Context: an optimization exercise on an open-source flow, tuned for small area and a short achievable clock period. The choices shown serve that exercise and are no tape-out recipe.
Only simulation tests tie the RTL to the original design; equivalence was not proved.
The clock input has no modelled driver; a real chip could not lean on it and would need a root buffer or a full tree.

== oak ==
## mul16_top
module mul16_top(
    input clk,
    input [15:0] a,
    input [15:0] b,
    output reg [31:0] res
);
Size: roughly 65 I/O pins.
==> flow/config.mk <==
export PLATFORM = sky130hd
export DESIGN_NAME = mul16_top
export DESIGN_NICKNAME = mul16_top
export VERILOG_FILES = /design/flow/design.v
export SDC_FILE = /design/flow/constraint.sdc
export NUM_CORES = 4
export LEC_CHECK = 0
export CAP_MARGIN = 20
export CORE_MARGIN = 2
export CORE_UTILIZATION = 55
export SLEW_MARGIN = 20
export SYNTH_HIERARCHICAL = 1
==> flow/constraint.sdc <==
create_clock -name core_clock -period 22.0 [get_ports {clk}]
set_input_delay 4.4000 -clock core_clock [delete_from_list [all_inputs] [get_ports {clk}]]
set_output_delay 4.4000 -clock core_clock [all_outputs]
set_load 0.01 [all_outputs]
standard.sh (not shown) runs the stock make flow with config.mk's settings and CLKGATE_MAP_FILE= SYNTH_SCRIPT=/design/flow/synth_recipe.tcl, a recipe that flattens the netlist after the stock synthesis.
==> flow/flow/run.sh <==
#!/bin/bash
# Own layout flow: the standard ORFS flow (standard.sh), with
#  - port buffers of a small, fast buffer cell instead of the default delay buffer;
#  - the clock tree rebuilt after CTS as one level of four buffers driven by the clock
#    port (flatten_clock_core.tcl), which shortens the clock's insertion delay for all
#    registers alike;
#  - after that, and after global routing, timing repair aiming for setup slack above a
#    margin, so that the design is sized for the period it can reach rather than left at
#    minimum size by the loose clock.
# make's output goes to standard.log here; ORFS keeps each step's log in orfs/logs.
set -euo pipefail
cd "$(dirname "$0")/.."
export FLOW_DIR_OWN="$PWD/flow"
export FLOW_SETUP_MARGIN=16.85
export BUFFER_PORTS_ARGS="-buffer_cell sky130_fd_sc_hd__buf_1"
export CTS_ARGS="-sink_clustering_enable -repair_clock_nets -dont_use_dummy_load -buf_list sky130_fd_sc_hd__clkbuf_8"
export POST_CTS_TCL="$PWD/flow/flatten_clock_post.tcl"
export PRE_GLOBAL_ROUTE_TCL="$PWD/flow/grt_margin.tcl"
bash standard.sh > standard.log 2>&1
==> flow/flow/flatten_clock_post.tcl <==
source $::env(FLOW_DIR_OWN)/flatten_clock_core.tcl
detailed_placement
estimate_parasitics -placement
# size the design for the period it can reach: repair setup against a margin
set ::env(SETUP_SLACK_MARGIN) $::env(FLOW_SETUP_MARGIN)
repair_timing_helper
detailed_placement
check_placement -verbose
==> flow/flow/grt_margin.tcl <==
# the global-route stage's timing repair uses the same setup margin as after CTS
set ::env(SETUP_SLACK_MARGIN) $::env(FLOW_SETUP_MARGIN)
Other scripts of this flow, unchanged in this note and not shown: flow/flow/flatten_clock_core.tcl
Here is what was changed in the inputs of pine compared with oak.
diff --git a/flow/flow/run.sh b/flow/flow/run.sh
--- a/flow/flow/run.sh
+++ b/flow/flow/run.sh
@@ -14 +14 @@
-export FLOW_SETUP_MARGIN=16.85
+export FLOW_SETUP_MARGIN=0
==> run notes <==
Re final HPWL from detailed placement: no difference whatsoever between oak and pine.
Taking oak as the reference, in pine highest attainable clock frequency decreased by 24 MHz relative to the old numbers, combined area of the multi-input logic cells went down by 38 sq um.
pine against oak: total routing resource utilization after global routing was more or less identical, area added between synthesis and finish went down by 4.9 points, final hold slack went up by 220 ps, net count reported at finish went down by about 3%.
Input-level comparison between birch and pine:
diff --git a/flow/flow/run.sh b/flow/flow/run.sh
--- a/flow/flow/run.sh
+++ b/flow/flow/run.sh
@@ -14,0 +15 @@
+export FLOW_IN_REG_CELL=sky130_fd_sc_hd__dfxtp_4
diff --git a/flow/flow/flatten_clock_post.tcl b/flow/flow/flatten_clock_post.tcl
--- a/flow/flow/flatten_clock_post.tcl
+++ b/flow/flow/flatten_clock_post.tcl
@@ -1,0 +2,5 @@
+if {[info exists ::env(FLOW_IN_REG_CELL)] && $::env(FLOW_IN_REG_CELL) ne ""} {
+  foreach inst [get_cells {a_r* b_r*}] {
+    replace_cell $inst $::env(FLOW_IN_REG_CELL)
+  }
+}
Notes after the runs:
Comparing pine and birch, the higher clock period minus final worst setup slack is on pine. Higher final critical-path share of the clock period goes to pine over birch. Compared with pine, birch shows peak clock frequency supported by timing higher by about 9%. Compared to pine, birch shows a wider setup margin. As far as routed wire length is concerned, pine and birch perform about the same. From pine to birch the numbers moved as follows: growth of design area from synthesis to finish has increased, detailed route wirelength on metal3 has decreased.
No run of this note takes its clock network from TritonCTS; it comes from the design's own scripts or RTL.

---

mul16_top, a different RTL version from the one above (not shown whole).
Size: roughly 860 cells after synthesis, roughly 65 I/O pins, about 8700 sq um of cells after synthesis.
Settings: LEC_CHECK=0, CAP_MARGIN=20, CORE_MARGIN=2, CORE_UTILIZATION=60, SLEW_MARGIN=20, SYNTH_HIERARCHICAL=1; clock period 22.0 ns.
==> flow/flow/run.sh <==
#!/bin/bash
# Own layout flow: the standard ORFS flow (standard.sh), with
#  - port buffers of a small, fast buffer cell instead of the default delay buffer;
#  - the clock tree rebuilt after CTS as one level of four buffers driven by the clock
#    port (flatten_clock_core.tcl), which shortens the clock's insertion delay for all
#    registers alike;
#  - after that, and after global routing, timing repair aiming for setup slack above a
#    margin, so that the design is sized for the period it can reach rather than left at
#    minimum size by the loose clock.
# make's output goes to standard.log here; ORFS keeps each step's log in orfs/logs.
set -euo pipefail
cd "$(dirname "$0")/.."
export FLOW_DIR_OWN="$PWD/flow"
export FLOW_SETUP_MARGIN=0
export FLOW_IN_REG_CELL=sky130_fd_sc_hd__dfxtp_4
export FLOW_CLK_LEAF_CELL=sky130_fd_sc_hd__clkbuf_8
export BUFFER_PORTS_ARGS="-buffer_cell sky130_fd_sc_hd__buf_1"
export CTS_ARGS="-sink_clustering_enable -repair_clock_nets -dont_use_dummy_load -buf_list sky130_fd_sc_hd__clkbuf_8"
export POST_CTS_TCL="$PWD/flow/flatten_clock_post.tcl"
export PRE_GLOBAL_ROUTE_TCL="$PWD/flow/grt_margin.tcl"
bash standard.sh > standard.log 2>&1
==> flow/flow/flatten_clock_core.tcl <==
# Rebuild the clock tree that CTS made as a single level: the clock port drives
# NLEAF clock buffers directly, each driving the registers of one region of the
# core. This removes the root buffer level and so the clock's insertion delay
# (it does not skew registers against each other: all go through one buffer).
set nleaf 4
set bufcell sky130_fd_sc_hd__clkbuf_16
if {[info exists ::env(FLOW_CLK_LEAF_CELL)] && $::env(FLOW_CLK_LEAF_CELL) ne ""} { set bufcell $::env(FLOW_CLK_LEAF_CELL) }
set block [ord::get_db_block]
set clknet [$block findNet clk]
# every register clock pin (sink) of the tree, and every clock-tree buffer
set sinks {}
set bufs {}
set todo [list $clknet]
while {[llength $todo]} {
  set net [lindex $todo 0]
  set todo [lrange $todo 1 end]
  foreach it [$net getITerms] {
    if {![$it isInputSignal] && [$it getIoType] ne "INPUT"} { continue }
    set inst [$it getInst]
    set m [[$inst getMaster] getName]
    if {[string match "sky130_fd_sc_hd__clkbuf*" $m] || [string match "sky130_fd_sc_hd__clkinv*" $m] || [string match "sky130_fd_sc_hd__buf*" $m]} {
      if {[lsearch -exact $bufs $inst] < 0} {
        lappend bufs $inst
        foreach o [$inst getITerms] {
          if {[$o isOutputSignal]} { lappend todo [$o getNet] }
        }
      }
    } else {
      lappend sinks $it
    }
  }
}
puts "flatten_clock: [llength $sinks] sinks, [llength $bufs] buffers"
# split the sinks into nleaf groups: halves by x, then each half by y
proc loc {it} {
  set b [[$it getInst] getBBox]
  return [list [expr {([$b xMin] + [$b xMax]) / 2}] [expr {([$b yMin] + [$b yMax]) / 2}]]
}
proc split_by {items idx} {
  set s [lsort -real -index 1 [lmap it $items {list $it [lindex [loc $it] $idx]}]]
  set n [expr {[llength $s] / 2}]
  return [list [lmap p [lrange $s 0 [expr {$n - 1}]] {lindex $p 0}] [lmap p [lrange $s $n end] {lindex $p 0}]]
}
set groups {}
foreach half [split_by $sinks 0] {
  foreach q [split_by $half 1] { lappend groups $q }
}
# remove the old tree
foreach inst $bufs {
  foreach o [$inst getITerms] {
    if {[$o isOutputSignal]} {
      set n [$o getNet]
      foreach it [$n getITerms] { $it disconnect }
      odb::dbNet_destroy $n
    }
  }
  odb::dbInst_destroy $inst
}
# one buffer per group, at the group's centre
set master [[ord::get_db] findMaster $bufcell]
set k 0
foreach g $groups {
  set sx 0; set sy 0
  foreach it $g { lassign [loc $it] x y; incr sx $x; incr sy $y }
  set cx [expr {$sx / [llength $g]}]; set cy [expr {$sy / [llength $g]}]
  set inst [odb::dbInst_create $block $master "clkbuf_leaf_$k"]
  set net [odb::dbNet_create $block "clknet_leaf_$k"]
  $net setSigType CLOCK
  [$inst findITerm A] connect $clknet
  [$inst findITerm X] connect $net
  foreach it $g { $it connect $net }
  $inst setLocation $cx $cy
  $inst setPlacementStatus PLACED
  puts "flatten_clock: clkbuf_leaf_$k drives [llength $g] sinks"
  incr k
}
==> flow/flow/flatten_clock_post.tcl <==
source $::env(FLOW_DIR_OWN)/flatten_clock_core.tcl
if {[info exists ::env(FLOW_IN_REG_CELL)] && $::env(FLOW_IN_REG_CELL) ne ""} {
  foreach inst [get_cells {a_r* b_r*}] {
    replace_cell $inst $::env(FLOW_IN_REG_CELL)
  }
}
# optionally a stronger cell for the buffers that drive the output ports
if {[info exists ::env(FLOW_OUT_BUF_CELL)] && $::env(FLOW_OUT_BUF_CELL) ne ""} {
  foreach bt [[ord::get_db_block] getBTerms] {
    if {[$bt getIoType] ne "OUTPUT"} { continue }
    foreach it [[$bt getNet] getITerms] {
      if {[$it isOutputSignal]} {
        replace_cell [get_cells [[$it getInst] getName]] $::env(FLOW_OUT_BUF_CELL)
      }
    }
  }
}
detailed_placement
estimate_parasitics -placement
# size the design for the period it can reach: repair setup against a margin
set ::env(SETUP_SLACK_MARGIN) $::env(FLOW_SETUP_MARGIN)
repair_timing_helper
detailed_placement
check_placement -verbose
Scripts as last shown in full above: flow/flow/grt_margin.tcl
Rerun with:
--- a/flow/flow/run.sh
+++ b/flow/flow/run.sh
@@ -16 +16 @@
-export FLOW_CLK_LEAF_CELL=sky130_fd_sc_hd__clkbuf_8
+export FLOW_OUT_BUF_CELL=sky130_fd_sc_hd__buf_2
--- a/flow/flow/flatten_clock_core.tcl
+++ b/flow/flow/flatten_clock_core.tcl
@@ -7 +6,0 @@
-if {[info exists ::env(FLOW_CLK_LEAF_CELL)] && $::env(FLOW_CLK_LEAF_CELL) ne ""} { set bufcell $::env(FLOW_CLK_LEAF_CELL) }
--- a/flow/flow/flatten_clock_post.tcl
+++ b/flow/flow/flatten_clock_post.tcl
@@ -9,6 +9,3 @@
-  foreach bt [[ord::get_db_block] getBTerms] {
-    if {[$bt getIoType] ne "OUTPUT"} { continue }
-    foreach it [[$bt getNet] getITerms] {
-      if {[$it isOutputSignal]} {
-        replace_cell [get_cells [[$it getInst] getName]] $::env(FLOW_OUT_BUF_CELL)
-      }
+  foreach port [get_ports -filter "direction == output"] {
+    foreach pin [get_pins -of_objects [get_nets -of_objects $port] -filter "direction == output"] {
+      replace_cell [get_cells -of_objects $pin] $::env(FLOW_OUT_BUF_CELL)
Settings changed: CORE_UTILIZATION 60 to 55.
After rerunning:
- Now the flow did not get past 4_1_cts (STA-0100)
- area after synthesis stays the same
- synthesized cell count does not change
Rerun with:
==> flow/flow/run.sh (replaced) <==
#!/bin/bash
# Own layout flow: the standard ORFS flow (standard.sh), with
#  - port buffers of a small, fast buffer cell (buf_1) instead of the default delay buffer;
#  - the clock tree rebuilt after CTS as one level of four clkbuf_8 buffers driven by the
#    clock port (flatten_clock_core.tcl), which shortens the clock's insertion delay for
#    all registers alike (every register is one buffer away from the clock port);
#  - after that, and after global routing, timing repair by gate sizing only (no new
#    buffers) against a setup margin, so that the critical cells are sized for the
#    period the design can reach rather than left at minimum size by the loose clock.
# make's output goes to standard.log here; ORFS keeps each step's log in orfs/logs.
set -euo pipefail
cd "$(dirname "$0")/.."
export FLOW_DIR_OWN="$PWD/flow"
export FLOW_SETUP_MARGIN=16.93
export SETUP_MOVE_SEQUENCE=sizeup,swap
export FLOW_IN_REG_CELL=
export FLOW_CLK_LEAF_CELL=sky130_fd_sc_hd__clkbuf_8
export BUFFER_PORTS_ARGS="-buffer_cell sky130_fd_sc_hd__buf_1"
export CTS_ARGS="-sink_clustering_enable -repair_clock_nets -dont_use_dummy_load -buf_list sky130_fd_sc_hd__clkbuf_8"
export POST_CTS_TCL="$PWD/flow/flatten_clock_post.tcl"
export PRE_GLOBAL_ROUTE_TCL="$PWD/flow/grt_margin.tcl"
bash standard.sh > standard.log 2>&1
--- a/flow/flow/flatten_clock_core.tcl
+++ b/flow/flow/flatten_clock_core.tcl
@@ -6,0 +7 @@
+if {[info exists ::env(FLOW_CLK_LEAF_CELL)] && $::env(FLOW_CLK_LEAF_CELL) ne ""} { set bufcell $::env(FLOW_CLK_LEAF_CELL) }
--- a/flow/flow/flatten_clock_post.tcl
+++ b/flow/flow/flatten_clock_post.tcl
@@ -9,3 +9,6 @@
-  foreach port [get_ports -filter "direction == output"] {
-    foreach pin [get_pins -of_objects [get_nets -of_objects $port] -filter "direction == output"] {
-      replace_cell [get_cells -of_objects $pin] $::env(FLOW_OUT_BUF_CELL)
+  foreach bt [[ord::get_db_block] getBTerms] {
+    if {[$bt getIoType] ne "OUTPUT"} { continue }
+    foreach it [[$bt getNet] getITerms] {
+      if {[$it isOutputSignal]} {
+        replace_cell [get_cells [[$it getInst] getName]] $::env(FLOW_OUT_BUF_CELL)
+      }
Settings changed: CORE_UTILIZATION 55 to 60.
=> With this change the flow passed the timing, design-rule and antenna checks; synthesized cell count does not change; area after synthesis is unchanged.
Rerun with:
==> flow/flow/run.sh (replaced) <==
#!/bin/bash
# Own layout flow: the standard ORFS flow (standard.sh), with
#  - port buffers of a small, fast buffer cell instead of the default delay buffer;
#  - the clock tree rebuilt after CTS as one level of four buffers driven by the clock
#    port (flatten_clock_core.tcl), which shortens the clock's insertion delay for all
#    registers alike;
#  - after that, and after global routing, timing repair aiming for setup slack above a
#    margin, so that the design is sized for the period it can reach rather than left at
#    minimum size by the loose clock.
# make's output goes to standard.log here; ORFS keeps each step's log in orfs/logs.
set -euo pipefail
cd "$(dirname "$0")/.."
export FLOW_DIR_OWN="$PWD/flow"
export FLOW_SETUP_MARGIN=16.95
export FLOW_IN_REG_CELL=sky130_fd_sc_hd__dfxtp_4
export BUFFER_PORTS_ARGS="-buffer_cell sky130_fd_sc_hd__buf_1"
export CTS_ARGS="-sink_clustering_enable -repair_clock_nets -dont_use_dummy_load -buf_list sky130_fd_sc_hd__clkbuf_8"
export POST_CTS_TCL="$PWD/flow/flatten_clock_post.tcl"
export PRE_GLOBAL_ROUTE_TCL="$PWD/flow/grt_margin.tcl"
bash standard.sh > standard.log 2>&1
--- a/flow/flow/flatten_clock_core.tcl
+++ b/flow/flow/flatten_clock_core.tcl
@@ -7 +6,0 @@
-if {[info exists ::env(FLOW_CLK_LEAF_CELL)] && $::env(FLOW_CLK_LEAF_CELL) ne ""} { set bufcell $::env(FLOW_CLK_LEAF_CELL) }
--- a/flow/flow/flatten_clock_post.tcl
+++ b/flow/flow/flatten_clock_post.tcl
@@ -9,6 +9,3 @@
-  foreach bt [[ord::get_db_block] getBTerms] {
-    if {[$bt getIoType] ne "OUTPUT"} { continue }
-    foreach it [[$bt getNet] getITerms] {
-      if {[$it isOutputSignal]} {
-        replace_cell [get_cells [[$it getInst] getName]] $::env(FLOW_OUT_BUF_CELL)
-      }
+  foreach port [get_ports -filter "direction == output"] {
+    foreach pin [get_pins -of_objects [get_nets -of_objects $port] -filter "direction == output"] {
+      replace_cell [get_cells -of_objects $pin] $::env(FLOW_OUT_BUF_CELL)
Settings changed: CORE_UTILIZATION 60 to 55.
What happened:
- The new run completed with no timing, DRC or antenna violations
- first-iteration DRC count is higher by 37%
- routed wire length is higher by 2.3%
- setup slack gains 0.024 ns
- synthesized cell count does not change
- cell area is higher by 4.1%
Rerun with:
--- a/flow/flow/run.sh
+++ b/flow/flow/run.sh
@@ -14 +14,2 @@
-export FLOW_SETUP_MARGIN=16.95
+export FLOW_SETUP_MARGIN=16.93
+export SETUP_MOVE_SEQUENCE=sizeup,swap
@@ -15,0 +17 @@
+export FLOW_CLK_LEAF_CELL=sky130_fd_sc_hd__clkbuf_8
--- a/flow/flow/flatten_clock_core.tcl
+++ b/flow/flow/flatten_clock_core.tcl
@@ -6,0 +7 @@
+if {[info exists ::env(FLOW_CLK_LEAF_CELL)] && $::env(FLOW_CLK_LEAF_CELL) ne ""} { set bufcell $::env(FLOW_CLK_LEAF_CELL) }
--- a/flow/flow/flatten_clock_post.tcl
+++ b/flow/flow/flatten_clock_post.tcl
@@ -9,3 +9,6 @@
-  foreach port [get_ports -filter "direction == output"] {
-    foreach pin [get_pins -of_objects [get_nets -of_objects $port] -filter "direction == output"] {
-      replace_cell [get_cells -of_objects $pin] $::env(FLOW_OUT_BUF_CELL)
+  foreach bt [[ord::get_db_block] getBTerms] {
+    if {[$bt getIoType] ne "OUTPUT"} { continue }
+    foreach it [[$bt getNet] getITerms] {
+      if {[$it isOutputSignal]} {
+        replace_cell [get_cells [[$it getInst] getName]] $::env(FLOW_OUT_BUF_CELL)
+      }
Settings changed: CORE_UTILIZATION 55 to 60.
After rerunning: Via count fell by 3.5%. Wire length fell by about 2.1%. Final area fell by about 4%. Worst hold slack degrades by 0.030 ns. Register-to-register slack degrades by 0.11 ns. Fmax fell by about 0.5%. Core utilization rose by 2.8 points. Global-route usage rose by 0.98 points. Area after synthesis does not change.
Rerun with:
--- a/flow/flow/run.sh
+++ b/flow/flow/run.sh
@@ -16 +16 @@
-export FLOW_IN_REG_CELL=sky130_fd_sc_hd__dfxtp_4
+export FLOW_IN_REG_CELL=
After rerunning: The changed run passed the timing, design-rule and antenna checks. Sequential share of layout area goes down by 0.17 points. Die area stays the same. Clock skew barely changes. Hold slack hardly moves. Design area hardly moves. Sequential cell count is unchanged. Setup slack hardly moves.
In the first, third, fourth, fifth and sixth runs of this note the design's own scripts or RTL, not TritonCTS, make the clock network.

[separate check: timing with driven ports]
The results above use ideal ports. As a check the final layouts listed here were re-extracted and re-timed, cells and wires unchanged. Step 1: set_driving_cell puts a clkbuf_16 on clk and a buf_2 on each other input, an assumption about the parent block. Step 2 also shifts input and output timing later by t, the mid clock arrival at the registers, as if the neighbouring blocks saw the same clock. a / b / c = ideal ports / drivers / drivers and shift; a / b = the first two.
run | t, ns | setup slack, ns | hold WS [ns] | pins driven straight from the clock port
oak | 0.241 | 16.931 / 16.871 / 16.931 | 0.629 / 0.629 / 0.629 | 4
pine | 0.241 | 16.235 / 16.235 / 16.235 | 0.846 / 0.846 / 0.846 | 4
birch | 0.241 | 16.690 / 16.690 / 16.690 | 0.633 / 0.633 / 0.633 | 4
the first run of note 2 | 0.234 | 16.917 / 16.843 / 17.003 | 0.612 / 0.612 / 0.612 | 4
the third run of note 2 | 0.233 | 16.965 / 16.891 / 17.073 | 0.613 / 0.613 / 0.613 | 4
the fourth run of note 2 | 0.232 | 16.989 / 16.893 / 17.126 | 0.644 / 0.644 / 0.644 | 4
the fifth run of note 2 | 0.232 | 16.964 / 16.891 / 17.082 | 0.614 / 0.614 / 0.614 | 4
the sixth run of note 2 | 0.233 | 16.965 / 16.891 / 17.073 | 0.613 / 0.613 / 0.613 | 4
After both steps setup and hold are still met in every run listed.
